Context: an optimization exercise on an open-source flow, tuned for small area and a short achievable clock period. The choices shown serve that exercise and are no tape-out recipe.
RTL that was checked went through simulation tests only; none was proved equivalent to the original.
Only the layout flow was run in run 1; the RTL was not checked for function there.

==> flow/design.v (outline; a module is shown in full before it is edited, if it fits) <==
// module FA: 9 lines
// module HA: 8 lines
// module RADD: 6 lines
// module YADD: 8 lines
// module YSEL: 48 lines
// module XOR2M: 6 lines
// module INV: 5 lines
// module G_INV: 5 lines
// module G_XOR2: 6 lines
// module G_XNOR2: 6 lines
// module G_NAND2: 6 lines
// module G_NOR2: 6 lines
// module G_AOI21: 7 lines
// module G_OAI21: 7 lines
// module G_AND2: 6 lines
// module G_OR2: 6 lines
// module G_ANDN: 6 lines
// module G_ORN: 6 lines
// module G_AO21: 7 lines
// module G_MUX2: 7 lines
// module G_MUX2I: 7 lines
// module G_MUX4: 10 lines
// module QCANDN: 13 lines
// module QCAND: 11 lines
// module FIR_transposed: 6063 lines
module FIR_transposed(clk, reset, noisy_signal, filtered_real);
  // ...
==> flow/flow/run.sh <==
#!/bin/bash
# Standard layout with a larger setup-repair margin.
bash standard.sh SETUP_SLACK_MARGIN=5.8 finish > standard.log 2>&1
==> flow/standard.sh <==
#!/bin/bash
# synth_recipe.tcl (not shown) runs the flow's synth.tcl, then flattens the netlist and writes it again
# the make line also repeats each setting of config.mk as NAME=value (left out here)
make -C /OpenROAD-flow-scripts/flow DESIGN_CONFIG=/design/flow/config.mk WORK_HOME=/design/flow/orfs CLKGATE_MAP_FILE= SYNTH_SCRIPT=/design/flow/synth_recipe.tcl "${@:-finish}"
==> flow/config.mk <==
export PLATFORM = sky130hd
export DESIGN_NAME = FIR_transposed
export DESIGN_NICKNAME = FIR_transposed
export VERILOG_FILES = /design/flow/design.v
export SDC_FILE = /design/flow/constraint.sdc
export NUM_CORES = 8
export LEC_CHECK = 0
export ABC_CLOCK_PERIOD_IN_PS = 2000
export CAP_MARGIN = 20
export CORE_MARGIN = 2
export CORE_UTILIZATION = 40
export SETUP_SLACK_MARGIN = 5
export SLEW_MARGIN = 20
export SYNTH_HIERARCHICAL = 1
==> flow/constraint.sdc <==
create_clock -name core_clock -period 13.0 [get_ports {clk}]
set_input_delay 2.6000 -clock core_clock [delete_from_list [all_inputs] [get_ports {clk}]]
set_output_delay 2.6000 -clock core_clock [all_outputs]
set_load 0.01 [all_outputs]
==> reports/results.tsv, run 1 <==
stage	metric	value	unit
placement	Placed Cells incl. Taps	7299	
sta	max-slew violations	0	
finish	fill cell count	16100	
finish	Reg area	18300	µm²
placement	Cell Area, Placed	74300	µm²
drt	post-route antenna net violation count	0	
finish	Biggest register	R	
run_status	outcome	no timing/DRC/antenna violations	
global_route	vias in the first global route	45400	
cts	H-tree Lvls	3	
floorplanning	Ports	34	
logic_synthesis	Synth Register Bits	913	
sta	Final min period	7120	ps
drt	WL/cell	29.2	µm
critical_path	worst-path fanout max	10	
critical_path	CP endpoint	filtered_real[2]	
logic_synthesis	mux cell area share after synthesis	0.0165	
global_route	first-pass GRT wire length	324000	µm
finish	area occupied by multi-input gates	52000	µm²
finish	fin area	78500	µm²
placement	Setup WS pre-CTS	4500	ps
sta	max_slew headroom	0.331	
finish	Largest regs	R (32), T1a (31), T2a (30)	
finish	NonClk Buf Share	0.00950	
global_route	M3 GR Usage	0.0654	
==> run 2, diff against run 1 <==
--- a/flow/design.v
+++ b/flow/design.v
@@ -6087,189 +6087,195 @@
   wire yq131;
   G_OAI21 u_yq131 (.a1(yq126), .a2(yq124), .b1(yq125), .y(yq131));
   wire yq132;
   G_OAI21 u_yq132 (.a1(yq130), .a2(yq127), .b1(yq129), .y(yq132));
   wire yq133;
   G_NOR2 u_yq133 (.a(yq130), .b(yq128), .y(yq133));
   wire yq134;
   G_AOI21 u_yq134 (.a1(yq133), .a2(yq131), .b1(yq132), .y(yq134));
-  wire [15:0] rh = r[31:16];
-  wire [15:0] n0, np1, np2, nm1, nm2;
-  QCANDN u_qc (.rh(rh), .n0(n0), .np1(np1), .np2(np2), .nm1(nm1), .nm2(nm2));
   wire yq135;
-  G_MUX2I u_yq135 (.a0(nm2[0]), .a1(n0[0]), .s(x[15]), .y(yq135));
+  G_AOI21 u_yq135 (.a1(yq133), .a2(yq131), .b1(yq132), .y(yq135));
   wire yq136;
-  G_MUX2I u_yq136 (.a0(nm1[0]), .a1(np1[0]), .s(x[15]), .y(yq136));
+  G_AOI21 u_yq136 (.a1(yq133), .a2(yq131), .b1(yq132), .y(yq136));
   wire yq137;
-  G_MUX2I u_yq137 (.a0(n0[0]), .a1(np2[0]), .s(x[15]), .y(yq137));
+  G_AOI21 u_yq137 (.a1(yq133), .a2(yq131), .b1(yq132), .y(yq137));
+  wire [15:0] rh = r[31:16];
+  wire [15:0] n0, np1, np2, nm1, nm2;
+  QCANDN u_qc (.rh(rh), .n0(n0), .np1(np1), .np2(np2), .nm1(nm1), .nm2(nm2));
   wire yq138;
-  G_MUX2I u_yq138 (.a0(yq135), .a1(yq136), .s(yq78), .y(yq138));
+  G_MUX2I u_yq138 (.a0(nm2[0]), .a1(n0[0]), .s(x[15]), .y(yq138));
   wire yq139;
-  G_MUX2I u_yq139 (.a0(yq136), .a1(yq137), .s(yq78), .y(yq139));
-  G_MUX2I u_yo0 (.a0(yq139), .a1(yq138), .s(yq134), .y(y[0]));
+  G_MUX2I u_yq139 (.a0(nm1[0]), .a1(np1[0]), .s(x[15]), .y(yq139));
   wire yq140;
-  G_MUX2I u_yq140 (.a0(nm2[1]), .a1(n0[1]), .s(x[15]), .y(yq140));
+  G_MUX2I u_yq140 (.a0(n0[0]), .a1(np2[0]), .s(x[15]), .y(yq140));
   wire yq141;
-  G_MUX2I u_yq141 (.a0(nm1[1]), .a1(np1[1]), .s(x[15]), .y(yq141));
+  G_MUX2I u_yq141 (.a0(yq138), .a1(yq139), .s(yq78), .y(yq141));
   wire yq142;
-  G_MUX2I u_yq142 (.a0(n0[1]), .a1(np2[1]), .s(x[15]), .y(yq142));
+  G_MUX2I u_yq142 (.a0(yq139), .a1(yq140), .s(yq78), .y(yq142));
+  G_MUX2I u_yo0 (.a0(yq142), .a1(yq141), .s(yq134), .y(y[0]));
   wire yq143;
-  G_MUX2I u_yq143 (.a0(yq140), .a1(yq141), .s(yq78), .y(yq143));
+  G_MUX2I u_yq143 (.a0(nm2[1]), .a1(n0[1]), .s(x[15]), .y(yq143));
   wire yq144;
-  G_MUX2I u_yq144 (.a0(yq141), .a1(yq142), .s(yq78), .y(yq144));
-  G_MUX2I u_yo1 (.a0(yq144), .a1(yq143), .s(yq134), .y(y[1]));
+  G_MUX2I u_yq144 (.a0(nm1[1]), .a1(np1[1]), .s(x[15]), .y(yq144));
   wire yq145;
-  G_MUX2I u_yq145 (.a0(nm2[2]), .a1(n0[2]), .s(x[15]), .y(yq145));
+  G_MUX2I u_yq145 (.a0(n0[1]), .a1(np2[1]), .s(x[15]), .y(yq145));
   wire yq146;
-  G_MUX2I u_yq146 (.a0(nm1[2]), .a1(np1[2]), .s(x[15]), .y(yq146));
+  G_MUX2I u_yq146 (.a0(yq143), .a1(yq144), .s(yq78), .y(yq146));
   wire yq147;
-  G_MUX2I u_yq147 (.a0(n0[2]), .a1(np2[2]), .s(x[15]), .y(yq147));
+  G_MUX2I u_yq147 (.a0(yq144), .a1(yq145), .s(yq78), .y(yq147));
+  G_MUX2I u_yo1 (.a0(yq147), .a1(yq146), .s(yq134), .y(y[1]));
   wire yq148;
-  G_MUX2I u_yq148 (.a0(yq145), .a1(yq146), .s(yq78), .y(yq148));
+  G_MUX2I u_yq148 (.a0(nm2[2]), .a1(n0[2]), .s(x[15]), .y(yq148));
   wire yq149;
-  G_MUX2I u_yq149 (.a0(yq146), .a1(yq147), .s(yq78), .y(yq149));
-  G_MUX2I u_yo2 (.a0(yq149), .a1(yq148), .s(yq134), .y(y[2]));
+  G_MUX2I u_yq149 (.a0(nm1[2]), .a1(np1[2]), .s(x[15]), .y(yq149));
   wire yq150;
-  G_MUX2I u_yq150 (.a0(nm2[3]), .a1(n0[3]), .s(x[15]), .y(yq150));
+  G_MUX2I u_yq150 (.a0(n0[2]), .a1(np2[2]), .s(x[15]), .y(yq150));
   wire yq151;
-  G_MUX2I u_yq151 (.a0(nm1[3]), .a1(np1[3]), .s(x[15]), .y(yq151));
+  G_MUX2I u_yq151 (.a0(yq148), .a1(yq149), .s(yq78), .y(yq151));
   wire yq152;
-  G_MUX2I u_yq152 (.a0(n0[3]), .a1(np2[3]), .s(x[15]), .y(yq152));
+  G_MUX2I u_yq152 (.a0(yq149), .a1(yq150), .s(yq78), .y(yq152));
+  G_MUX2I u_yo2 (.a0(yq152), .a1(yq151), .s(yq134), .y(y[2]));
   wire yq153;
-  G_MUX2I u_yq153 (.a0(yq150), .a1(yq151), .s(yq78), .y(yq153));
+  G_MUX2I u_yq153 (.a0(nm2[3]), .a1(n0[3]), .s(x[15]), .y(yq153));
   wire yq154;
-  G_MUX2I u_yq154 (.a0(yq151), .a1(yq152), .s(yq78), .y(yq154));
-  G_MUX2I u_yo3 (.a0(yq154), .a1(yq153), .s(yq134), .y(y[3]));
+  G_MUX2I u_yq154 (.a0(nm1[3]), .a1(np1[3]), .s(x[15]), .y(yq154));
   wire yq155;
-  G_MUX2I u_yq155 (.a0(nm2[4]), .a1(n0[4]), .s(x[15]), .y(yq155));
+  G_MUX2I u_yq155 (.a0(n0[3]), .a1(np2[3]), .s(x[15]), .y(yq155));
   wire yq156;
-  G_MUX2I u_yq156 (.a0(nm1[4]), .a1(np1[4]), .s(x[15]), .y(yq156));
+  G_MUX2I u_yq156 (.a0(yq153), .a1(yq154), .s(yq78), .y(yq156));
   wire yq157;
-  G_MUX2I u_yq157 (.a0(n0[4]), .a1(np2[4]), .s(x[15]), .y(yq157));
+  G_MUX2I u_yq157 (.a0(yq154), .a1(yq155), .s(yq78), .y(yq157));
+  G_MUX2I u_yo3 (.a0(yq157), .a1(yq156), .s(yq134), .y(y[3]));
   wire yq158;
-  G_MUX2I u_yq158 (.a0(yq155), .a1(yq156), .s(yq78), .y(yq158));
+  G_MUX2I u_yq158 (.a0(nm2[4]), .a1(n0[4]), .s(x[15]), .y(yq158));
   wire yq159;
-  G_MUX2I u_yq159 (.a0(yq156), .a1(yq157), .s(yq78), .y(yq159));
-  G_MUX2I u_yo4 (.a0(yq159), .a1(yq158), .s(yq134), .y(y[4]));
+  G_MUX2I u_yq159 (.a0(nm1[4]), .a1(np1[4]), .s(x[15]), .y(yq159));
   wire yq160;
-  G_MUX2I u_yq160 (.a0(nm2[5]), .a1(n0[5]), .s(x[15]), .y(yq160));
+  G_MUX2I u_yq160 (.a0(n0[4]), .a1(np2[4]), .s(x[15]), .y(yq160));
   wire yq161;
-  G_MUX2I u_yq161 (.a0(nm1[5]), .a1(np1[5]), .s(x[15]), .y(yq161));
+  G_MUX2I u_yq161 (.a0(yq158), .a1(yq159), .s(yq78), .y(yq161));
   wire yq162;
-  G_MUX2I u_yq162 (.a0(n0[5]), .a1(np2[5]), .s(x[15]), .y(yq162));
+  G_MUX2I u_yq162 (.a0(yq159), .a1(yq160), .s(yq78), .y(yq162));
+  G_MUX2I u_yo4 (.a0(yq162), .a1(yq161), .s(yq135), .y(y[4]));
   wire yq163;
-  G_MUX2I u_yq163 (.a0(yq160), .a1(yq161), .s(yq78), .y(yq163));
+  G_MUX2I u_yq163 (.a0(nm2[5]), .a1(n0[5]), .s(x[15]), .y(yq163));
   wire yq164;
-  G_MUX2I u_yq164 (.a0(yq161), .a1(yq162), .s(yq78), .y(yq164));
-  G_MUX2I u_yo5 (.a0(yq164), .a1(yq163), .s(yq134), .y(y[5]));
+  G_MUX2I u_yq164 (.a0(nm1[5]), .a1(np1[5]), .s(x[15]), .y(yq164));
   wire yq165;
-  G_MUX2I u_yq165 (.a0(nm2[6]), .a1(n0[6]), .s(x[15]), .y(yq165));
+  G_MUX2I u_yq165 (.a0(n0[5]), .a1(np2[5]), .s(x[15]), .y(yq165));
   wire yq166;
-  G_MUX2I u_yq166 (.a0(nm1[6]), .a1(np1[6]), .s(x[15]), .y(yq166));
+  G_MUX2I u_yq166 (.a0(yq163), .a1(yq164), .s(yq78), .y(yq166));
   wire yq167;
-  G_MUX2I u_yq167 (.a0(n0[6]), .a1(np2[6]), .s(x[15]), .y(yq167));
+  G_MUX2I u_yq167 (.a0(yq164), .a1(yq165), .s(yq78), .y(yq167));
+  G_MUX2I u_yo5 (.a0(yq167), .a1(yq166), .s(yq135), .y(y[5]));
   wire yq168;
-  G_MUX2I u_yq168 (.a0(yq165), .a1(yq166), .s(yq78), .y(yq168));
+  G_MUX2I u_yq168 (.a0(nm2[6]), .a1(n0[6]), .s(x[15]), .y(yq168));
   wire yq169;
-  G_MUX2I u_yq169 (.a0(yq166), .a1(yq167), .s(yq78), .y(yq169));
-  G_MUX2I u_yo6 (.a0(yq169), .a1(yq168), .s(yq134), .y(y[6]));
+  G_MUX2I u_yq169 (.a0(nm1[6]), .a1(np1[6]), .s(x[15]), .y(yq169));
   wire yq170;
-  G_MUX2I u_yq170 (.a0(nm2[7]), .a1(n0[7]), .s(x[15]), .y(yq170));
+  G_MUX2I u_yq170 (.a0(n0[6]), .a1(np2[6]), .s(x[15]), .y(yq170));
   wire yq171;
-  G_MUX2I u_yq171 (.a0(nm1[7]), .a1(np1[7]), .s(x[15]), .y(yq171));
+  G_MUX2I u_yq171 (.a0(yq168), .a1(yq169), .s(yq78), .y(yq171));
   wire yq172;
-  G_MUX2I u_yq172 (.a0(n0[7]), .a1(np2[7]), .s(x[15]), .y(yq172));
+  G_MUX2I u_yq172 (.a0(yq169), .a1(yq170), .s(yq78), .y(yq172));
+  G_MUX2I u_yo6 (.a0(yq172), .a1(yq171), .s(yq135), .y(y[6]));
   wire yq173;
-  G_MUX2I u_yq173 (.a0(yq170), .a1(yq171), .s(yq78), .y(yq173));
+  G_MUX2I u_yq173 (.a0(nm2[7]), .a1(n0[7]), .s(x[15]), .y(yq173));
   wire yq174;
-  G_MUX2I u_yq174 (.a0(yq171), .a1(yq172), .s(yq78), .y(yq174));
-  G_MUX2I u_yo7 (.a0(yq174), .a1(yq173), .s(yq134), .y(y[7]));
+  G_MUX2I u_yq174 (.a0(nm1[7]), .a1(np1[7]), .s(x[15]), .y(yq174));
   wire yq175;
-  G_MUX2I u_yq175 (.a0(nm2[8]), .a1(n0[8]), .s(x[15]), .y(yq175));
+  G_MUX2I u_yq175 (.a0(n0[7]), .a1(np2[7]), .s(x[15]), .y(yq175));
   wire yq176;
-  G_MUX2I u_yq176 (.a0(nm1[8]), .a1(np1[8]), .s(x[15]), .y(yq176));
+  G_MUX2I u_yq176 (.a0(yq173), .a1(yq174), .s(yq78), .y(yq176));
   wire yq177;
-  G_MUX2I u_yq177 (.a0(n0[8]), .a1(np2[8]), .s(x[15]), .y(yq177));
+  G_MUX2I u_yq177 (.a0(yq174), .a1(yq175), .s(yq78), .y(yq177));
+  G_MUX2I u_yo7 (.a0(yq177), .a1(yq176), .s(yq135), .y(y[7]));
   wire yq178;
-  G_MUX2I u_yq178 (.a0(yq175), .a1(yq176), .s(yq78), .y(yq178));
+  G_MUX2I u_yq178 (.a0(nm2[8]), .a1(n0[8]), .s(x[15]), .y(yq178));
   wire yq179;
-  G_MUX2I u_yq179 (.a0(yq176), .a1(yq177), .s(yq78), .y(yq179));
-  G_MUX2I u_yo8 (.a0(yq179), .a1(yq178), .s(yq134), .y(y[8]));
+  G_MUX2I u_yq179 (.a0(nm1[8]), .a1(np1[8]), .s(x[15]), .y(yq179));
   wire yq180;
-  G_MUX2I u_yq180 (.a0(nm2[9]), .a1(n0[9]), .s(x[15]), .y(yq180));
+  G_MUX2I u_yq180 (.a0(n0[8]), .a1(np2[8]), .s(x[15]), .y(yq180));
   wire yq181;
-  G_MUX2I u_yq181 (.a0(nm1[9]), .a1(np1[9]), .s(x[15]), .y(yq181));
+  G_MUX2I u_yq181 (.a0(yq178), .a1(yq179), .s(yq78), .y(yq181));
   wire yq182;
-  G_MUX2I u_yq182 (.a0(n0[9]), .a1(np2[9]), .s(x[15]), .y(yq182));
+  G_MUX2I u_yq182 (.a0(yq179), .a1(yq180), .s(yq78), .y(yq182));
+  G_MUX2I u_yo8 (.a0(yq182), .a1(yq181), .s(yq136), .y(y[8]));
   wire yq183;
-  G_MUX2I u_yq183 (.a0(yq180), .a1(yq181), .s(yq78), .y(yq183));
+  G_MUX2I u_yq183 (.a0(nm2[9]), .a1(n0[9]), .s(x[15]), .y(yq183));
   wire yq184;
-  G_MUX2I u_yq184 (.a0(yq181), .a1(yq182), .s(yq78), .y(yq184));
-  G_MUX2I u_yo9 (.a0(yq184), .a1(yq183), .s(yq134), .y(y[9]));
+  G_MUX2I u_yq184 (.a0(nm1[9]), .a1(np1[9]), .s(x[15]), .y(yq184));
   wire yq185;
-  G_MUX2I u_yq185 (.a0(nm2[10]), .a1(n0[10]), .s(x[15]), .y(yq185));
+  G_MUX2I u_yq185 (.a0(n0[9]), .a1(np2[9]), .s(x[15]), .y(yq185));
   wire yq186;
-  G_MUX2I u_yq186 (.a0(nm1[10]), .a1(np1[10]), .s(x[15]), .y(yq186));
+  G_MUX2I u_yq186 (.a0(yq183), .a1(yq184), .s(yq78), .y(yq186));
   wire yq187;
-  G_MUX2I u_yq187 (.a0(n0[10]), .a1(np2[10]), .s(x[15]), .y(yq187));
+  G_MUX2I u_yq187 (.a0(yq184), .a1(yq185), .s(yq78), .y(yq187));
+  G_MUX2I u_yo9 (.a0(yq187), .a1(yq186), .s(yq136), .y(y[9]));
   wire yq188;
-  G_MUX2I u_yq188 (.a0(yq185), .a1(yq186), .s(yq78), .y(yq188));
+  G_MUX2I u_yq188 (.a0(nm2[10]), .a1(n0[10]), .s(x[15]), .y(yq188));
   wire yq189;
-  G_MUX2I u_yq189 (.a0(yq186), .a1(yq187), .s(yq78), .y(yq189));
-  G_MUX2I u_yo10 (.a0(yq189), .a1(yq188), .s(yq134), .y(y[10]));
+  G_MUX2I u_yq189 (.a0(nm1[10]), .a1(np1[10]), .s(x[15]), .y(yq189));
   wire yq190;
-  G_MUX2I u_yq190 (.a0(nm2[11]), .a1(n0[11]), .s(x[15]), .y(yq190));
+  G_MUX2I u_yq190 (.a0(n0[10]), .a1(np2[10]), .s(x[15]), .y(yq190));
   wire yq191;
-  G_MUX2I u_yq191 (.a0(nm1[11]), .a1(np1[11]), .s(x[15]), .y(yq191));
+  G_MUX2I u_yq191 (.a0(yq188), .a1(yq189), .s(yq78), .y(yq191));
   wire yq192;
-  G_MUX2I u_yq192 (.a0(n0[11]), .a1(np2[11]), .s(x[15]), .y(yq192));
+  G_MUX2I u_yq192 (.a0(yq189), .a1(yq190), .s(yq78), .y(yq192));
+  G_MUX2I u_yo10 (.a0(yq192), .a1(yq191), .s(yq136), .y(y[10]));
   wire yq193;
-  G_MUX2I u_yq193 (.a0(yq190), .a1(yq191), .s(yq78), .y(yq193));
+  G_MUX2I u_yq193 (.a0(nm2[11]), .a1(n0[11]), .s(x[15]), .y(yq193));
   wire yq194;
-  G_MUX2I u_yq194 (.a0(yq191), .a1(yq192), .s(yq78), .y(yq194));
-  G_MUX2I u_yo11 (.a0(yq194), .a1(yq193), .s(yq134), .y(y[11]));
+  G_MUX2I u_yq194 (.a0(nm1[11]), .a1(np1[11]), .s(x[15]), .y(yq194));
   wire yq195;
-  G_MUX2I u_yq195 (.a0(nm2[12]), .a1(n0[12]), .s(x[15]), .y(yq195));
+  G_MUX2I u_yq195 (.a0(n0[11]), .a1(np2[11]), .s(x[15]), .y(yq195));
   wire yq196;
-  G_MUX2I u_yq196 (.a0(nm1[12]), .a1(np1[12]), .s(x[15]), .y(yq196));
+  G_MUX2I u_yq196 (.a0(yq193), .a1(yq194), .s(yq78), .y(yq196));
   wire yq197;
-  G_MUX2I u_yq197 (.a0(n0[12]), .a1(np2[12]), .s(x[15]), .y(yq197));
+  G_MUX2I u_yq197 (.a0(yq194), .a1(yq195), .s(yq78), .y(yq197));
+  G_MUX2I u_yo11 (.a0(yq197), .a1(yq196), .s(yq136), .y(y[11]));
   wire yq198;
-  G_MUX2I u_yq198 (.a0(yq195), .a1(yq196), .s(yq78), .y(yq198));
+  G_MUX2I u_yq198 (.a0(nm2[12]), .a1(n0[12]), .s(x[15]), .y(yq198));
   wire yq199;
-  G_MUX2I u_yq199 (.a0(yq196), .a1(yq197), .s(yq78), .y(yq199));
-  G_MUX2I u_yo12 (.a0(yq199), .a1(yq198), .s(yq134), .y(y[12]));
+  G_MUX2I u_yq199 (.a0(nm1[12]), .a1(np1[12]), .s(x[15]), .y(yq199));
   wire yq200;
-  G_MUX2I u_yq200 (.a0(nm2[13]), .a1(n0[13]), .s(x[15]), .y(yq200));
+  G_MUX2I u_yq200 (.a0(n0[12]), .a1(np2[12]), .s(x[15]), .y(yq200));
   wire yq201;
-  G_MUX2I u_yq201 (.a0(nm1[13]), .a1(np1[13]), .s(x[15]), .y(yq201));
+  G_MUX2I u_yq201 (.a0(yq198), .a1(yq199), .s(yq78), .y(yq201));
   wire yq202;
-  G_MUX2I u_yq202 (.a0(n0[13]), .a1(np2[13]), .s(x[15]), .y(yq202));
+  G_MUX2I u_yq202 (.a0(yq199), .a1(yq200), .s(yq78), .y(yq202));
+  G_MUX2I u_yo12 (.a0(yq202), .a1(yq201), .s(yq137), .y(y[12]));
   wire yq203;
-  G_MUX2I u_yq203 (.a0(yq200), .a1(yq201), .s(yq78), .y(yq203));
+  G_MUX2I u_yq203 (.a0(nm2[13]), .a1(n0[13]), .s(x[15]), .y(yq203));
   wire yq204;
-  G_MUX2I u_yq204 (.a0(yq201), .a1(yq202), .s(yq78), .y(yq204));
-  G_MUX2I u_yo13 (.a0(yq204), .a1(yq203), .s(yq134), .y(y[13]));
+  G_MUX2I u_yq204 (.a0(nm1[13]), .a1(np1[13]), .s(x[15]), .y(yq204));
   wire yq205;
-  G_MUX2I u_yq205 (.a0(nm2[14]), .a1(n0[14]), .s(x[15]), .y(yq205));
+  G_MUX2I u_yq205 (.a0(n0[13]), .a1(np2[13]), .s(x[15]), .y(yq205));
   wire yq206;
-  G_MUX2I u_yq206 (.a0(nm1[14]), .a1(np1[14]), .s(x[15]), .y(yq206));
+  G_MUX2I u_yq206 (.a0(yq203), .a1(yq204), .s(yq78), .y(yq206));
   wire yq207;
-  G_MUX2I u_yq207 (.a0(n0[14]), .a1(np2[14]), .s(x[15]), .y(yq207));
+  G_MUX2I u_yq207 (.a0(yq204), .a1(yq205), .s(yq78), .y(yq207));
+  G_MUX2I u_yo13 (.a0(yq207), .a1(yq206), .s(yq137), .y(y[13]));
   wire yq208;
-  G_MUX2I u_yq208 (.a0(yq205), .a1(yq206), .s(yq78), .y(yq208));
+  G_MUX2I u_yq208 (.a0(nm2[14]), .a1(n0[14]), .s(x[15]), .y(yq208));
   wire yq209;
-  G_MUX2I u_yq209 (.a0(yq206), .a1(yq207), .s(yq78), .y(yq209));
-  G_MUX2I u_yo14 (.a0(yq209), .a1(yq208), .s(yq134), .y(y[14]));
+  G_MUX2I u_yq209 (.a0(nm1[14]), .a1(np1[14]), .s(x[15]), .y(yq209));
   wire yq210;
-  G_MUX2I u_yq210 (.a0(nm2[15]), .a1(n0[15]), .s(x[15]), .y(yq210));
+  G_MUX2I u_yq210 (.a0(n0[14]), .a1(np2[14]), .s(x[15]), .y(yq210));
   wire yq211;
-  G_MUX2I u_yq211 (.a0(nm1[15]), .a1(np1[15]), .s(x[15]), .y(yq211));
+  G_MUX2I u_yq211 (.a0(yq208), .a1(yq209), .s(yq78), .y(yq211));
   wire yq212;
-  G_MUX2I u_yq212 (.a0(n0[15]), .a1(np2[15]), .s(x[15]), .y(yq212));
+  G_MUX2I u_yq212 (.a0(yq209), .a1(yq210), .s(yq78), .y(yq212));
+  G_MUX2I u_yo14 (.a0(yq212), .a1(yq211), .s(yq137), .y(y[14]));
   wire yq213;
-  G_MUX2I u_yq213 (.a0(yq210), .a1(yq211), .s(yq78), .y(yq213));
+  G_MUX2I u_yq213 (.a0(nm2[15]), .a1(n0[15]), .s(x[15]), .y(yq213));
   wire yq214;
-  G_MUX2I u_yq214 (.a0(yq211), .a1(yq212), .s(yq78), .y(yq214));
-  G_MUX2I u_yo15 (.a0(yq214), .a1(yq213), .s(yq134), .y(y[15]));
+  G_MUX2I u_yq214 (.a0(nm1[15]), .a1(np1[15]), .s(x[15]), .y(yq214));
+  wire yq215;
+  G_MUX2I u_yq215 (.a0(n0[15]), .a1(np2[15]), .s(x[15]), .y(yq215));
+  wire yq216;
+  G_MUX2I u_yq216 (.a0(yq213), .a1(yq214), .s(yq78), .y(yq216));
+  wire yq217;
+  G_MUX2I u_yq217 (.a0(yq214), .a1(yq215), .s(yq78), .y(yq217));
+  G_MUX2I u_yo15 (.a0(yq217), .a1(yq216), .s(yq137), .y(y[15]));
   assign filtered_real = y;
 endmodule
==> flow/flow/run.sh (replaced) <==
#!/bin/bash
# Standard layout with a larger setup-repair margin.
bash standard.sh SETUP_SLACK_MARGIN=6.1 finish > standard.log 2>&1
==> flow/config.mk (replaced) <==
export PLATFORM = sky130hd
export DESIGN_NAME = FIR_transposed
export DESIGN_NICKNAME = FIR_transposed
export VERILOG_FILES = /design/flow/design.v
export SDC_FILE = /design/flow/constraint.sdc
export NUM_CORES = 8
export LEC_CHECK = 0
export ABC_CLOCK_PERIOD_IN_PS = 2000
export CAP_MARGIN = 20
export CORE_MARGIN = 2
export CORE_UTILIZATION = 55
export CTS_CLUSTER_DIAMETER = 100
export CTS_CLUSTER_SIZE = 22
export SETUP_SLACK_MARGIN = 5
export SLEW_MARGIN = 20
export SYNTH_HIERARCHICAL = 1
==> run 2 against run 1 <==
Still clean on timing, DRC and antenna. Hold slack improved by 41 ps. Maximum frequency decreased by 0.69%. Critical path depth increased by 1. Area after synthesis about the same. Critical path type unchanged. Largest cell class unchanged.
==> reports/results.tsv, run 2 <==
stage	metric	value	unit	change
logic_synthesis	Post-synth ARST share	0		unchanged
global_route	met2 Use GR	0.551		was 0.406
sta	Max Freq	140	MHz	about the same
critical_path	Crit path required time	10400	ps	about the same
finish	Biggest register	R		unchanged
global_route	first-pass GRT wire length	314000	µm	was 324000 µm
finish	Core Util, Final	0.602		was 0.440
logic_synthesis	most frequent cell after synthesis	fa_1		unchanged
critical_path	worst-path fanout max	10		unchanged
drt	post-route antenna net violation count	0		unchanged
critical_path	crit-path cells	buf_8, nor2_1, mux2_4, nor2_1, nor2_1, a21oi_2, o21ai_4, buf_12, a21oi_4, buf_6, buf_6, mux2i_1, buf_2		was buf_6, nor2_1, mux2_4, nor2_1, nor2_2, a21oi_2, o21ai_4, a21oi_4, buf_12, buf_12, mux2i_1, clkdlybuf4s15_1
placement	Final Wtd Congestion	1.00		was 0.999
finish	max FFs per register	32		unchanged
finish	Largest regs	R (32), T1a (31), T2a (30)		unchanged
global_route	met1 global-route usage	0.452		was 0.339
logic_synthesis	share of the synthesized area in the top cell type	0.591		about the same
sta	Slew @ Worst Pin	1060	ps	was 1000 ps
logic_synthesis	number of synthesized flops with an enable pin	0		unchanged
drt	DR vias/cell	5.63		was 5.10
floorplanning	Core Box Area	129000	µm²	was 178000 µm²
placement	Port Buffers	33		unchanged
logic_synthesis	distinct cell type count after synthesis	39		unchanged
logic_synthesis	synthesized area per cell	14.3	µm²	about the same
logic_synthesis	Syn Inst Count	5011		was 5008
floorplanning	Die ar.	133000	µm²	was 183000 µm²
sta	unrepaired setup endpoints after global routing	yes		unchanged
run	MaxCap Viol Count	0		unchanged
global_route	M3 GR Usage	0.0844		was 0.0654
critical_path	worst path arrival time	4570	ps	was 4520 ps
sta	max-slew violations	0		unchanged
global_route	grt peak-use layer	met2		unchanged
floorplanning	Ports	34		unchanged
logic_synthesis	commonest cells in the netlist	2119 x fa_1, 913 x dfxtp_1, 497 x nand2_1		unchanged
global_route	total gr overflow	0		unchanged
cts	clock-pin slew on the worst setup and hold paths	90	ps	about the same
logic_synthesis	sequential cell area fraction in the yosys report	0.254		was 0.255
logic_synthesis	Mapped Area	71800	µm²	about the same
drt	Via Count	38800		was 38300
placement	hpwl dp	181000	µm	was 186000 µm
drt	routed wire length	215000	µm	was 219000 µm
finish	Final #Nets	7358		was 7291
finish	Area Overhead vs Synth	8.60	%	was 9.31%
logic_synthesis	Synth Register Bits	913		unchanged
cts	Root Driver	clkbuf_16		unchanged
critical_path	Worst Path Class, Setup	in2out		unchanged
finish	Diodes inserted	0		was 2
critical_path	CP endpoint kind	output port		unchanged
logic_synthesis	Synthesized Nets	7240		was 7237
logic_synthesis	ys flop type	dfxtp_1		unchanged
critical_path	Most common cell on crit path	nor2_1		
critical_path	crit path max-delay cell type	mux2_4		unchanged
sta	TNS Setup	0	ps	unchanged
sta	Hold Vio Cnt, Final	0		unchanged
cts	TritonCTS clock tree	built		unchanged
floorplanning	starting density of the core	0.555		was 0.402
logic_synthesis	Yosys top cell by area	fa_1		unchanged
critical_path	Startpoint Class	primary input		unchanged
global_route	initial antenna violation count	0		was 4
sta	# setup viols final	0		unchanged
floorplanning	die height	365	µm	was 428 µm
drt	DRT Pass-1 Iters	5		was 7
global_route	vias in the first global route	45000		was 45400
drt	WL/cell	31.2	µm	was 29.2 µm
global_route	Total GRT Usage	0.343		was 0.254
floorplanning	Rows	132		was 155
sta	clk_skew	60.5	ps	was 65.7 ps
sta	Final min period	7170	ps	was 7120 ps
cts	Sink Count	913		unchanged
cts	H-tree Lvls	2		was 3
worst_hold_path	path type of the worst min-delay path	reg2reg		unchanged
logic_synthesis	Yosys warning total	7		unchanged
finish	layout cells sized above 1	0.150		was 0.0828
finish	most frequent cells in the layout	1785 x fa_1, 870 x dfxtp_1, 495 x nand2_1, 464 x nor2_1, 334 x fa_2		was 2031 x fa_1, 905 x dfxtp_1, 496 x nand2_1, 465 x nor2_1, 262 x inv_1
floorplanning	Die Wd	365	µm	was 428 µm
run_status	outcome	no timing/DRC/antenna violations		unchanged
global_route	largest net degree at the start of global routing	192		was 148
drt	DRC violations left	0		unchanged
sta	max_slew headroom	0.293		was 0.331
logic_synthesis	top post-synthesis cells by area	fa_1 59%, dfxtp_1 25%, nand2_1 2.6%		unchanged
drt	DRT iter0 DRCs	3225		was 3036
finish	commonest non-fill, non-tap cell in the layout	fa_1		unchanged
cts	CTS Buf Count	52		was 98
sta	period utilization	0.551		was 0.548
critical_path	max incr delay on CP	270	ps	about the same
cts	Longest Clk Path Bufs	3		unchanged
sta	worst hold slack	344	ps	was 303 ps
cts	Clock Latency Late Sink	720	ps	was 760 ps
[run 2: final timing paths]
| kind | startpoint | endpoint | slack (ps) | cells past startpoint |
|---|---|---|---|---|
| setup / recovery | noisy_signal[9] | filtered_real[15] | 5830 | 13 |
| hold / removal | h22[7] | h23[7] | 340 | 1 |
| hold reg to reg | h22[7] | h23[7] | 340 | 1 |
| setup reg to reg | h7[5] | T1a[17] | 6160 | 17 |
[run 2: critical path: cells and delay by family]
kind / cells / cell delay (ps)
mux: 2 / 450
compound gates: 3 / 540
simple gates: 3 / 290
buf+inv: 5 / 660
[run 2: cell type report]
cell class                 instances  area, µm²
multi-input combinational       3716      53200
fill                           10300      51500
sequential                       913      18300
tap                             1742       2180
timing repair buffer             182       1780
clock buffer                      52       1300
inverter                         264        998
clock inverter                    16        235
[run 2: repair_timing]
action,4_1_cts,5_1_grt
pin swaps,51,96
buffers inserted,55,72
hold buffers,0,0
endpoints found under the setup margin,55,49
gates resized for setup,469,255
gates cloned,2,1
[run 2: kinds of logic (layout without fill, tap and decap cells)]
kind of cell | Yosys count | after routing | share of synthesized area
adders and majority gates | 2211 | 2211 | 0.607
and+or+nand+nor | 1151 | 1151 | 0.0676
DFF | 913 | 913 | 0.254
buffers and inverters | 383 | 514 | 0.0271
xor gates and xnor gates | 155 | 155 | 0.0189
muxes | 111 | 111 | 0.0165
AOI/OAI and AO/OA | 87 | 88 | 0.00878
[run 2: stage by stage]
stage                     cells  cell area (µm²)  setup slack (ps)
after global routing       6885            78000              5790
after global placement     6687            73600              4490
after detailed placement   6687            73600              4400
after CTS                  6812            76500              5860
final                      6885            78000              5830
after floorplan            5011            71800              6350
[run 2: per-module statistics from Yosys (local to each module, per instance), excerpt]
module	flops+latches	cell area, µm²	cells	times used
G_MUX2	0	15.0	1	15
G_INV	0	3.75	1	11
G_OAI21	0	5.00	1	9
HA	0	12.5	1	87
G_MUX2I	0	10.0	1	96
INV	0	3.75	1	1
G_XOR2	0	8.76	1	94
G_ANDN	0	13.8	1	4
[run 2: metal layers]
metal | share of wire | routed length (µm)
met2 | 0.48 | 102000
met3 | 0.086 | 18400
met5 | 0 | 0
met1 | 0.38 | 82400
met4 | 0.053 | 11300
==> run 3, diff against run 2 <==
==> flow/run.sh (new file) <==
#!/bin/bash
# synth_recipe.tcl (not shown) runs the flow's synth.tcl, then flattens the netlist and writes it again
# the make line also repeats each setting of config.mk as NAME=value (left out here)
make -C /OpenROAD-flow-scripts/flow DESIGN_CONFIG=/design/flow/config.mk WORK_HOME=/design/flow/orfs CLKGATE_MAP_FILE= SYNTH_SCRIPT=/design/flow/synth_recipe.tcl finish
--- a/flow/config.mk
+++ b/flow/config.mk
@@ -13,3 +13,3 @@
 export CTS_CLUSTER_SIZE = 22
-export SETUP_SLACK_MARGIN = 5
+export SETUP_SLACK_MARGIN = 0
 export SLEW_MARGIN = 20
removed: flow/flow/run.sh
removed: flow/standard.sh
==> run 3 against run 2 <==
Still clean on timing, DRC and antenna. Register-to-register slack got worse by 510 ps. Critical path depth fell by 3. Non-clock buffer count down 129. Setup slack worse by 1400 ps. Critical endpoint unchanged.
==> reports/results.tsv, run 3 <==
stage	metric	value	unit	change
run_status	outcome	no timing/DRC/antenna violations		unchanged
global_route	Total GRT Usage	0.340		was 0.343
sta	Max Freq	117	MHz	was 140 MHz
sta	unrepaired setup endpoints after global routing	no		was yes
cts	H-tree Lvls	2		unchanged
cts	CTS Buf Count	52		unchanged
sta	Final min period	8550	ps	was 7170 ps
floorplanning	Ports	34		unchanged
drt	post-route antenna net violation count	0		unchanged
floorplanning	Die ar.	133000	µm²	unchanged
finish	commonest non-fill, non-tap cell in the layout	fa_1		unchanged
cts	Clock Latency Late Sink	720	ps	about the same
floorplanning	Die Wd	365	µm	unchanged
worst_hold_path	Hold Startpoint	h22[7]		unchanged
global_route	vias in the first global route	44500		was 45000
critical_path	Worst Path Class, Setup	in2out		unchanged
critical_path	Startpoint Class	primary input		unchanged
logic_synthesis	Mapped Area	71800	µm²	unchanged
logic_synthesis	commonest cells in the netlist	2119 x fa_1, 913 x dfxtp_1, 497 x nand2_1		unchanged
logic_synthesis	Synthesized Nets	7240		unchanged
cts	Sink Count	913		unchanged
logic_synthesis	synthesized area per cell	14.3	µm²	unchanged
logic_synthesis	Synth Register Bits	913		unchanged
global_route	first-pass GRT wire length	311000	µm	was 314000 µm
drt	DR vias/cell	5.60		was 5.63
logic_synthesis	top post-synthesis cells by area	fa_1 59%, dfxtp_1 25%, nand2_1 2.6%		unchanged
drt	WL/cell	31.2	µm	about the same
cts	clock-pin slew on the worst setup and hold paths	90	ps	about the same
sta	# setup viols final	0		unchanged
logic_synthesis	share of the synthesized area in the top cell type	0.591		unchanged
placement	Final Wtd Congestion	1.00		unchanged
drt	routed wire length	211000	µm	was 215000 µm
logic_synthesis	Post-synth ARST share	0		unchanged
cts	Longest Clk Path Bufs	3		unchanged
floorplanning	Rows	132		unchanged
drt	DRC violations left	0		unchanged
logic_synthesis	number of synthesized flops with an enable pin	0		unchanged
cts	Root Driver	clkbuf_16		unchanged
finish	Final #Nets	7228		was 7358
critical_path	CP endpoint kind	output port		unchanged
sta	max_slew headroom	0.275		was 0.293
finish	max FFs per register	32		unchanged
finish	Biggest register	R		unchanged
global_route	initial antenna violation count	0		unchanged
global_route	total gr overflow	0		unchanged
finish	Largest regs	R (32), T1a (31), T2a (30)		unchanged
logic_synthesis	distinct cell type count after synthesis	39		unchanged
sta	clk_skew	65.4	ps	was 60.5 ps
cts	TritonCTS clock tree	built		unchanged
placement	Port Buffers	33		unchanged
sta	Hold Vio Cnt, Final	0		unchanged
logic_synthesis	Yosys warning total	7		unchanged
logic_synthesis	sequential cell area fraction in the yosys report	0.254		unchanged
cts	hold_buf cts	0		unchanged
critical_path	worst-path fanout max	10		unchanged
floorplanning	Core Box Area	129000	µm²	unchanged
logic_synthesis	Yosys top cell by area	fa_1		unchanged
drt	DRT iter0 DRCs	2994		was 3225
logic_synthesis	Syn Inst Count	5011		unchanged
sta	period utilization	0.658		was 0.551
logic_synthesis	ys flop type	dfxtp_1		unchanged
finish	Area Overhead vs Synth	4.55	%	was 8.60%
drt	DRT Pass-1 Iters	7		was 5
critical_path	CP startpoint	noisy_signal[7]		was noisy_signal[9]
sta	worst hold slack	347	ps	was 344 ps
cts	post-cts sizing count	0		was 469
global_route	largest net degree at the start of global routing	192		unchanged
floorplanning	die height	365	µm	unchanged
sta	Slew @ Worst Pin	1090	ps	was 1060 ps
run	MaxCap Viol Count	0		unchanged
placement	hpwl dp	181000	µm	unchanged
finish	layout cells sized above 1	0.0263		was 0.150
worst_hold_path	path type of the worst min-delay path	reg2reg		unchanged
logic_synthesis	most frequent cell after synthesis	fa_1		unchanged
sta	TNS Setup	0	ps	unchanged
cts	post-CTS setup buffers	0		was 55
critical_path	FF-to-FF Start	h24[4]		was h7[5]
sta	max-slew violations	0		unchanged
critical_path	Crit path required time	10400	ps	about the same
finish	most frequent cells in the layout	2119 x fa_1, 913 x dfxtp_1, 497 x nand2_1, 474 x nor2_1, 262 x inv_1		was 1785 x fa_1, 870 x dfxtp_1, 495 x nand2_1, 464 x nor2_1, 334 x fa_2
critical_path	worst path arrival time	5950	ps	was 4570 ps
drt	Via Count	37800		was 38800
floorplanning	starting density of the core	0.555		unchanged
run 3: layout make-up:
type | count | area (µm²)
Timing Repair Buffer | 53 | 493
Clock buffer | 52 | 1300
Multi-Input combinational cell | 3715 | 51600
Fill cell | 10600 | 54400
Clock inverter | 16 | 235
Antenna cell | 2 | 5.00
Tap cell | 1742 | 2180
Inverter | 264 | 998
Sequential cell | 913 | 18300
run 3: stage by stage:
step / area (µm²) / utilization / cells / worst slack, ps
after floorplan: 71800 / - / 5011 / 6350
after global placement: 73600 / 0.568 / 6687 / 4490
after detailed placement: 73600 / 0.568 / 6687 / 4400
after CTS: 75100 / 0.580 / 6755 / 4400
after global routing: 75100 / 0.580 / 6755 / 4220
final: 75100 / 0.580 / 6757 / 4450
run 3: metal layers:
metal	up-vias	GRT usage	wire length, µm
met5	-	0	0
met3	365	0.0865	18700
met2	1451	0.552	102000
met4	0	0.129	10000
met1	20900	0.446	80100
li1	15100	-	-
run 3: worst paths after layout:
path	cells past startpoint	slack [ps]	endpoint
worst max register to register	19	5650	R[30]
worst min register to register	1	350	h23[7]
worst min-delay path	1	350	h23[7]
worst max-delay path	10	4450	filtered_real[15]
run 3: Yosys stat by module (local to each module, per instance), excerpt:
module	copies in the design	cell area, µm²
FA	2119	20.0
FIR_transposed	1	23500
G_ANDN	4	13.8
G_AO21	65	7.51
G_AOI21	8	8.76
G_INV	11	3.75
G_MUX2	15	15.0
G_MUX2I	96	10.0
G_NAND2	35	3.75
G_NOR2	40	3.75
G_OAI21	9	5.00
G_ORN	5	6.26
G_XNOR2	9	8.76
G_XOR2	94	8.76
HA	87	12.5
INV	1	3.75
run 3: worst max-delay path, stage by stage:
cell and delay, ps:
clkdlybuf4s50_1 820, xor2_1 240, xor2_1 210, nor2_1 80, nor2_1 150, nand2_1 70
o21ai_1 660, a21oi_2 300, mux2i_1 240, clkdlybuf4s50_1 560
run 3: cells by family after synthesis:
family / Yosys count / share of synthesized area
fa+ha+maj: 2211 / 0.607
buf+inv: 383 / 0.0271
mux: 111 / 0.0165
flops: 913 / 0.254
compound gates: 87 / 0.00878
xor+xnor: 155 / 0.0189
simple gates: 1151 / 0.0676
==> run 4, diff against run 3 <==
==> flow/flow/run.sh (new file) <==
#!/bin/bash
# Standard layout with a larger setup-repair margin.
bash standard.sh SETUP_SLACK_MARGIN=5.8 finish > standard.log 2>&1
==> flow/standard.sh (new file) <==
#!/bin/bash
# synth_recipe.tcl (not shown) runs the flow's synth.tcl, then flattens the netlist and writes it again
# the make line also repeats each setting of config.mk as NAME=value (left out here)
make -C /OpenROAD-flow-scripts/flow DESIGN_CONFIG=/design/flow/config.mk WORK_HOME=/design/flow/orfs CLKGATE_MAP_FILE= SYNTH_SCRIPT=/design/flow/synth_recipe.tcl "${@:-finish}"
--- a/flow/config.mk
+++ b/flow/config.mk
@@ -10,6 +10,6 @@
 export CORE_MARGIN = 2
-export CORE_UTILIZATION = 55
+export CORE_UTILIZATION = 65
 export CTS_CLUSTER_DIAMETER = 100
 export CTS_CLUSTER_SIZE = 22
-export SETUP_SLACK_MARGIN = 0
+export SETUP_SLACK_MARGIN = 5
 export SLEW_MARGIN = 20
removed: flow/run.sh
==> run 4 against run 3 <==
Cell count fell by 3.8%. Final area increased by 0.18%. Sequential share of layout area about the same. Area after synthesis unchanged. Global-route usage is 5.8 points higher. First-iteration DRC count up 5.0%. Maximum frequency grew 20%. Die area fell by 15%. Critical path depth increased by 5.
==> reports/results.tsv, run 4 <==
stage	metric	value	unit	change
sta	Max Freq	140	MHz	was 117 MHz
sta	period utilization	0.549		was 0.658
logic_synthesis	commonest cells in the netlist	2119 x fa_1, 913 x dfxtp_1, 497 x nand2_1		unchanged
critical_path	Crit path required time	13490	ps	was 10400 ps
cts	Root Driver	clkbuf_16		unchanged
global_route	largest net degree at the start of global routing	105		was 192
drt	DRT Pass-1 Iters	7		unchanged
critical_path	worst-path fanout max	4		was 10
finish	max FFs per register	32		unchanged
finish	commonest non-fill, non-tap cell in the layout	fa_1		unchanged
sta	clk_skew	35.1	ps	was 65.4 ps
cts	CTS Buf Count	51		was 52
critical_path	crit path max-delay cell type	fa_1		was clkdlybuf4s50_1
finish	Largest regs	R (32), T1a (31), T2a (30)		unchanged
finish	Biggest register	R		unchanged
logic_synthesis	Synthesized Nets	7240		unchanged
critical_path	FF-to-FF Start	h16[13]		was h24[4]
worst_hold_path	path type of the worst min-delay path	reg2reg		unchanged
logic_synthesis	share of the synthesized area in the top cell type	0.591		unchanged
critical_path	Most common cell on crit path	fa_1		
floorplanning	Rows	121		was 132
cts	Longest Clk Path Bufs	3		unchanged
run_status	outcome	no timing/DRC/antenna violations		unchanged
finish	layout cells sized above 1	0.0583		was 0.0263
cts	Clock Latency Late Sink	680	ps	was 720 ps
critical_path	Startpoint Class	register		was primary input
logic_synthesis	sequential cell area fraction in the yosys report	0.254		unchanged
floorplanning	Ports	34		unchanged
critical_path	reg2reg setup slack	5870	ps	was 5650 ps
sta	max_slew headroom	0.291		was 0.275
worst_hold_path	Worst Hold Path Cells	1		unchanged
drt	post-route antenna net violation count	0		unchanged
drt	DRT iter0 DRCs	3145		was 2994
sta	max-slew violations	0		unchanged
critical_path	max incr delay on CP	910	ps	was 820 ps
logic_synthesis	synthesized area per cell	14.3	µm²	unchanged
logic_synthesis	distinct cell type count after synthesis	39		unchanged
global_route	first-pass GRT wire length	309000	µm	was 311000 µm
cts	Sink Count	913		unchanged
floorplanning	Die Wd	336	µm	was 365 µm
sta	Final min period	7130	ps	was 8550 ps
critical_path	worst r2r path cells	15		was 19
critical_path	Worst Path Class, Setup	reg2reg		was in2out
logic_synthesis	top post-synthesis cells by area	fa_1 59%, dfxtp_1 25%, nand2_1 2.6%		unchanged
finish	most frequent cells in the layout	2037 x fa_1, 906 x dfxtp_1, 496 x nand2_1, 470 x nor2_1, 262 x inv_1		was 2119 x fa_1, 913 x dfxtp_1, 497 x nand2_1, 474 x nor2_1, 262 x inv_1
worst_hold_path	Hold Startpoint	h46[4]		was h22[7]
placement	Placed Cells incl. Taps	6428		was 6687
drt	routed wire length	208000	µm	was 211000 µm
drt	Via Count	38500		was 37800
logic_synthesis	Synth Register Bits	913		unchanged
cts	H-tree Lvls	2		unchanged
cts	clock-pin slew on the worst setup and hold paths	90	ps	about the same
sta	TNS Setup	0	ps	unchanged
logic_synthesis	Mapped Area	71800	µm²	unchanged
sta	Hold Vio Cnt, Final	0		unchanged
critical_path	worst r2r dst	T2a[22]		was R[30]
run	MaxCap Viol Count	0		unchanged
global_route	total gr overflow	0		unchanged
placement	Port Buffers	33		unchanged
placement	Final Wtd Congestion	1.03		was 1.00
sta	# setup viols final	0		unchanged
logic_synthesis	Yosys top cell by area	fa_1		unchanged
logic_synthesis	Yosys warning total	7		unchanged
finish	Final #Nets	7245		was 7228
finish	Diodes inserted	0		was 2
floorplanning	die height	336	µm	was 365 µm
global_route	initial antenna violation count	2		was 0
floorplanning	Core Box Area	109000	µm²	was 129000 µm²
placement	hpwl dp	178000	µm	was 181000 µm
drt	WL/cell	31.9	µm	was 31.2 µm
logic_synthesis	Post-synth ARST share	0		unchanged
critical_path	worst path arrival time	7630	ps	was 5950 ps
floorplanning	starting density of the core	0.657		was 0.555
drt	DR vias/cell	5.92		was 5.60
sta	final worst-path setup slack	5870	ps	was 4450 ps
critical_path	crit-path cells	ha_1, fa_1, fa_1, fa_1, fa_1, fa_1, fa_1, fa_1, fa_1, fa_1, inv_1, fa_1, fa_1, fa_1, nand2_1		was clkdlybuf4s50_1, xor2_1, xor2_1, nor2_1, nor2_1, nand2_1, o21ai_1, a21oi_2, mux2i_1, clkdlybuf4s50_1
cts	hold_buf cts	0		unchanged
logic_synthesis	number of synthesized flops with an enable pin	0		unchanged
drt	DRC violations left	0		unchanged
finish	Area Overhead vs Synth	4.74	%	was 4.55%
sta	unrepaired setup endpoints after global routing	yes		was no
sta	Slew @ Worst Pin	1060	ps	was 1090 ps
global_route	Total GRT Usage	0.398		was 0.340
logic_synthesis	most frequent cell after synthesis	fa_1		unchanged
global_route	vias in the first global route	45300		was 44500
finish	final cell count without fillers	6502		was 6757
critical_path	CP endpoint kind	register		was output port
floorplanning	Die ar.	113000	µm²	was 133000 µm²
logic_synthesis	Syn Inst Count	5011		unchanged
cts	TritonCTS clock tree	built		unchanged
worst_hold_path	WHS Endpoint	h47[4]		was h23[7]
logic_synthesis	ys flop type	dfxtp_1		unchanged
placement	Setup WS pre-CTS	4570	ps	was 4400 ps
-- run 4: timing repair --
| action | in CTS | in global routing |
|---|---|---|
| setup buffers | 7 | 4 |
| setup endpoints to repair | 31 | 43 |
| hold endpoints to repair | 0 | 0 |
| pin swaps | 7 | 7 |
| gates resized for setup | 136 | 139 |
-- run 4: worst max-delay path: cells and delay by family, from the launching register on --
family | cells | cell delay [ps]
simple gates | 1 | 130
flops | 1 | 380
buf+inv | 1 | 50
fa+ha+maj | 13 | 6410
-- run 4: kinds of logic (layout without fill, tap and decap cells) --
family | count (synthesis) | count (layout) | synth area share
buf+inv | 383 | 398 | 0.0271
simple gates | 1151 | 1151 | 0.0676
flops | 913 | 913 | 0.254
mux | 111 | 111 | 0.0165
fa+ha+maj | 2211 | 2211 | 0.607
compound gates | 87 | 87 | 0.00878
xor+xnor | 155 | 155 | 0.0189
-- run 4: area by class of cell --
class / count / area [µm²]
multi-input combinational: 3715 / 52000
fill: 7844 / 34100
sequential: 913 / 18300
tap: 1476 / 1850
clock buffer: 52 / 1290
inverter: 264 / 998
timing repair buffer: 71 / 641
clock inverter: 11 / 160
-- run 4: worst max path at each step --
stage | startpoint | to | slack, ps | depth (start not counted)
2_1_floorplan | h6[9] | T1a[17] | 6350 | 15
3_3_place_gp | noisy_signal[6] | filtered_real[15] | 4610 | 10
3_5_place_dp | noisy_signal[6] | filtered_real[15] | 4570 | 10
4_1_cts | noisy_signal[10] | filtered_real[12] | 5610 | 12
5_1_grt | noisy_signal[3] | filtered_real[9] | 5790 | 12
6_report | h16[13] | T2a[22] | 5870 | 15
-- run 4: through the flow --
step	util	hold slack [ps]	area, µm²
finish	0.688	367	75200
global route	0.688	367	75200
CTS	0.685	357	74900
detailed placement	0.670	355	73300
global placement	0.670	353	73300
floorplan	-	351	71800
-- run 4: metal layers --
metal / track usage / vias up / wire, µm
met5: 0 / - / 24
met4: 0.207 / 4 / 14200
met3: 0.103 / 542 / 18600
met2: 0.627 / 1635 / 97800
met1: 0.518 / 21200 / 77000
li1: - / 15100 / -
-- run 4: per-module statistics from Yosys, one instance, submodules excluded, excerpt --
| module | flip-flops and latches | area, µm² |
|---|---|---|
| G_MUX2 | 0 | 15.0 |
| FA | 0 | 20.0 |
| G_ANDN | 0 | 13.8 |
| FIR_transposed | 913 | 23500 |
| QCANDN | 0 | 1200 |
| G_OAI21 | 0 | 5.00 |
| G_AO21 | 0 | 7.51 |
| G_XNOR2 | 0 | 8.76 |
| G_NOR2 | 0 | 3.75 |
| HA | 0 | 12.5 |
| G_AOI21 | 0 | 8.76 |
==> run 5, diff against run 4 <==
--- a/flow/config.mk
+++ b/flow/config.mk
@@ -10,3 +10,3 @@
 export CORE_MARGIN = 2
-export CORE_UTILIZATION = 65
+export CORE_UTILIZATION = 75
 export CTS_CLUSTER_DIAMETER = 100
==> run 5 against run 4 <==
Utilization grew 10 points. Cell count shrank 3.1%. Critical path depth is the same. Register-to-register slack is essentially flat. Synthesized cell count is the same. Flip-flop and latch count is the same. Maximum frequency shrank 2.2%. Area after synthesis is the same. Via count grew 4.2%. Highest routed layer unchanged.
==> reports/results.tsv, run 5 <==
stage	metric	value	unit	change
run_status	outcome	no timing/DRC/antenna violations		unchanged
global_route	total gr overflow	0		unchanged
cts	Sink Count	913		unchanged
sta	Final min period	7290	ps	was 7130 ps
placement	hpwl dp	176000	µm	was 178000 µm
sta	Slew @ Worst Pin	1180	ps	was 1060 ps
drt	DR vias/cell	6.37		was 5.92
floorplanning	Core Box Area	95000	µm²	was 109000 µm²
finish	fill cell count	5341		was 7844
critical_path	worst r2r path cells	16		was 15
sta	clk_skew	67.9	ps	was 35.1 ps
placement	Setup WS pre-CTS	4590	ps	was 4570 ps
logic_synthesis	sequential cell area fraction in the yosys report	0.254		unchanged
finish	layout cells sized above 1	0.0645		was 0.0583
logic_synthesis	commonest cells in the netlist	2119 x fa_1, 913 x dfxtp_1, 497 x nand2_1		unchanged
sta	max_slew headroom	0.211		was 0.291
drt	WL/cell	33.7	µm	was 31.9 µm
drt	routed wire length	212000	µm	was 208000 µm
run	MaxCap Viol Count	0		unchanged
logic_synthesis	Mapped Area	71800	µm²	unchanged
logic_synthesis	Yosys top cell by area	fa_1		unchanged
sta	period utilization	0.561		was 0.549
floorplanning	die height	313	µm	was 336 µm
global_route	first-pass GRT wire length	313000	µm	was 309000 µm
cts	TritonCTS clock tree	built		unchanged
global_route	initial antenna violation count	1		was 2
drt	DRT iter0 DRCs	4312		was 3145
critical_path	Worst Path Class, Setup	in2out		was reg2reg
drt	DRT Pass-1 Iters	5		was 7
floorplanning	Die ar.	98300	µm²	was 113000 µm²
sta	max-slew violations	0		unchanged
finish	Core Util, Final	0.791		was 0.688
floorplanning	Die Wd	313	µm	was 336 µm
critical_path	Most common cell on crit path	buf_6		was fa_1
logic_synthesis	top post-synthesis cells by area	fa_1 59%, dfxtp_1 25%, nand2_1 2.6%		unchanged
cts	Clock Latency Late Sink	690	ps	was 680 ps
worst_hold_path	path type of the worst min-delay path	reg2reg		unchanged
critical_path	worst path arrival time	4690	ps	was 7630 ps
finish	most frequent cells in the layout	2032 x fa_1, 906 x dfxtp_1, 496 x nand2_1, 469 x nor2_1, 262 x inv_1		was 2037 x fa_1, 906 x dfxtp_1, 496 x nand2_1, 470 x nor2_1, 262 x inv_1
drt	DRC violations left	0		unchanged
worst_hold_path	Hold Startpoint	h22[4]		was h46[4]
logic_synthesis	Yosys warning total	7		unchanged
cts	H-tree Lvls	2		unchanged
sta	TNS Setup	0	ps	unchanged
logic_synthesis	share of the synthesized area in the top cell type	0.591		unchanged
cts	Root Driver	clkbuf_16		unchanged
drt	Via Count	40100		was 38500
floorplanning	Ports	34		unchanged
worst_hold_path	Worst Hold Path Cells	1		unchanged
logic_synthesis	synthesized area per cell	14.3	µm²	unchanged
logic_synthesis	number of synthesized flops with an enable pin	0		unchanged
critical_path	reg2reg setup slack	5880	ps	was 5870 ps
sta	Max Freq	137	MHz	was 140 MHz
critical_path	Crit path required time	10400	ps	was 13490 ps
critical_path	crit path max-delay cell type	a21oi_4		was fa_1
sta	# setup viols final	0		unchanged
finish	Final #Nets	7255		was 7245
critical_path	Crit path depth	15		unchanged
worst_hold_path	WHS Endpoint	h23[4]		was h47[4]
finish	final cell count without fillers	6301		was 6502
critical_path	worst-path fanout max	10		was 4
critical_path	WP buf/inv	7		was 1
finish	max FFs per register	32		unchanged
critical_path	max incr delay on CP	260	ps	was 910 ps
placement	Placed Cells incl. Taps	6209		was 6428
global_route	Total GRT Usage	0.464		was 0.398
critical_path	crit-path cells	buf_6, xor2_2, xor2_1, nor2_1, o21ai_1, a21oi_2, o21ai_4, buf_12, a21oi_4, buf_6, buf_6, buf_6, buf_6, mux2i_1, buf_2		was ha_1, fa_1, fa_1, fa_1, fa_1, fa_1, fa_1, fa_1, fa_1, fa_1, inv_1, fa_1, fa_1, fa_1, nand2_1
logic_synthesis	Syn Inst Count	5011		unchanged
cts	clock-pin slew on the worst setup and hold paths	90	ps	about the same
critical_path	worst r2r dst	T2a[18]		was T2a[22]
sta	final worst-path setup slack	5710	ps	was 5870 ps
placement	Final Wtd Congestion	1.04		was 1.03
drt	post-route antenna net violation count	0		unchanged
sta	unrepaired setup endpoints after global routing	yes		unchanged
global_route	largest net degree at the start of global routing	200		was 105
finish	Biggest register	R		unchanged
logic_synthesis	Synth Register Bits	913		unchanged
finish	Area Overhead vs Synth	4.62	%	was 4.74%
critical_path	FF-to-FF Start	h3[9]		was h16[13]
critical_path	delay-heaviest family, CP	buffers and inverters		was adder cells
logic_synthesis	most frequent cell after synthesis	fa_1		unchanged
floorplanning	Rows	113		was 121
logic_synthesis	Post-synth ARST share	0		unchanged
logic_synthesis	Synthesized Nets	7240		unchanged
placement	Port Buffers	33		unchanged
logic_synthesis	ys flop type	dfxtp_1		unchanged
global_route	vias in the first global route	47300		was 45300
cts	CTS Buf Count	50		was 51
cts	hold_buf cts	0		unchanged
finish	commonest non-fill, non-tap cell in the layout	fa_1		unchanged
cts	Longest Clk Path Bufs	3		unchanged
floorplanning	starting density of the core	0.756		was 0.657
critical_path	CP endpoint kind	output port		was register
critical_path	Startpoint Class	primary input		was register
sta	worst hold slack	342	ps	was 367 ps
logic_synthesis	distinct cell type count after synthesis	39		unchanged
finish	Largest regs	R (32), T1a (31), T2a (30)		unchanged
sta	Hold Vio Cnt, Final	0		unchanged
## run 5: cell counts after synthesis
No cell type changed its count.
## run 5: cells by family (layout without fill, tap and decap cells)
family,after synthesis,count (layout),synth area share
multiplexers,111,111,0.0165
other,0,1,0
adder cells (fa/ha/maj),2211,2211,0.607
buffers and inverters,383,407,0.0271
flip-flops,913,913,0.254
XOR/XNOR,155,155,0.0189
AO/OA/AOI/OAI,87,87,0.00878
AND/OR/NAND/NOR,1151,1151,0.0676
## run 5: how the worst max path moves through the flow
stage / from / end
floorplan: h6[9] / T1a[17]
global placement: noisy_signal[6] / filtered_real[13]
detailed placement: noisy_signal[6] / filtered_real[15]
CTS: noisy_signal[3] / filtered_real[10]
global route: noisy_signal[4] / filtered_real[10]
finish: noisy_signal[4] / filtered_real[10]
## run 5: what timing repair did
item,CTS,global route
pin swaps,14,9
resized for setup,159,154
gates cloned,2,0
endpoints found under the setup margin,37,39
setup buffers,14,14
## run 5: Yosys stat by module, one instance, submodules excluded, excerpt
| module | flip-flops and latches | times used | area, µm² | cells inside |
|---|---|---|---|---|
| G_AND2 | 0 | 78 | 6.26 | 1 |
| G_AO21 | 0 | 65 | 7.51 | 1 |
| G_INV | 0 | 11 | 3.75 | 1 |
| G_AOI21 | 0 | 8 | 8.76 | 1 |
| HA | 0 | 87 | 12.5 | 1 |
| G_OAI21 | 0 | 9 | 5.00 | 1 |
| G_XNOR2 | 0 | 9 | 8.76 | 1 |
## run 5: routing by layer
layer,GRT usage,part of all wire
met4,0.321,0.094
met3,0.143,0.12
met2,0.712,0.46
met1,0.576,0.33
met5,0,0.000038
## run 5: per-stage QoR
stage | instance area, µm²
global route | 75100
finish | 75100
CTS | 74700
global placement | 73000
floorplan | 71800
detailed placement | 73000
## run 5: cell type report
cell class / instances / area, µm² / area share
clock inverter: 9 / 121 / 0.00162
clock buffer: 52 / 1260 / 0.0168
timing repair buffer: 82 / 805 / 0.0107
antenna: 1 / 2.50 / 0.0000333
sequential: 913 / 18300 / 0.243
tap: 1265 / 1580 / 0.0211
inverter: 264 / 998 / 0.0133
multi-input combinational: 3715 / 52100 / 0.693
## run 5: worst register-to-register path: stages, from the launching register on
cell	delay, ps
dfxtp_1	390
ha_1	270
fa_1	420
fa_2	380
fa_2	430
fa_2	380
fa_2	340
fa_1	810
fa_1	540
fa_1	550
fa_1	430
fa_1	360
inv_1	70
fa_1	420
fa_1	390
fa_2	610
nand2_1	140

port drivers added, routing unchanged:
How much do the figures lean on ideal ports? The routed layouts below were timed once more, with nothing changed but the port constraints. Step 1 assumes that a clkbuf_16 drives the clock port and a buf_2 every other input. Step 2, shift: input delay + t, output delay - t, t = (earliest + latest rising clock arrival at the registers) / 2. This alone moves slack from input paths to output paths. Three values: ideal, step 1, step 2; two values: the first two.
run	shift t [ns]	setup WS [ns]	hold WS [ns]	worst setup path at the end	worst register clock-pin slew, ns
run 1	0.799	5.881 / 5.831 / 5.681	0.303 / 0.303 / 0.303	input to register	0.09 / 0.09
run 2	0.765	5.832 / 5.770 / 5.606	0.344 / 0.344 / 0.344	input to register	0.10 / 0.10
run 3	0.766	4.449 / 4.422 / 4.422	0.347 / 0.347 / 0.347	input to output	0.10 / 0.10
run 4	0.744	5.866 / 5.863 / 5.492	0.367 / 0.367 / 0.367	input to register	0.09 / 0.09
run 5	0.734	5.705 / 5.660 / 5.652	0.342 / 0.342 / 0.342	input to register	0.10 / 0.10
After both steps setup and hold are still met in every run listed. For run 4, which loses most, drivers alone change the setup slack by -0.003 ns; drivers and shift together by -0.374 ns.
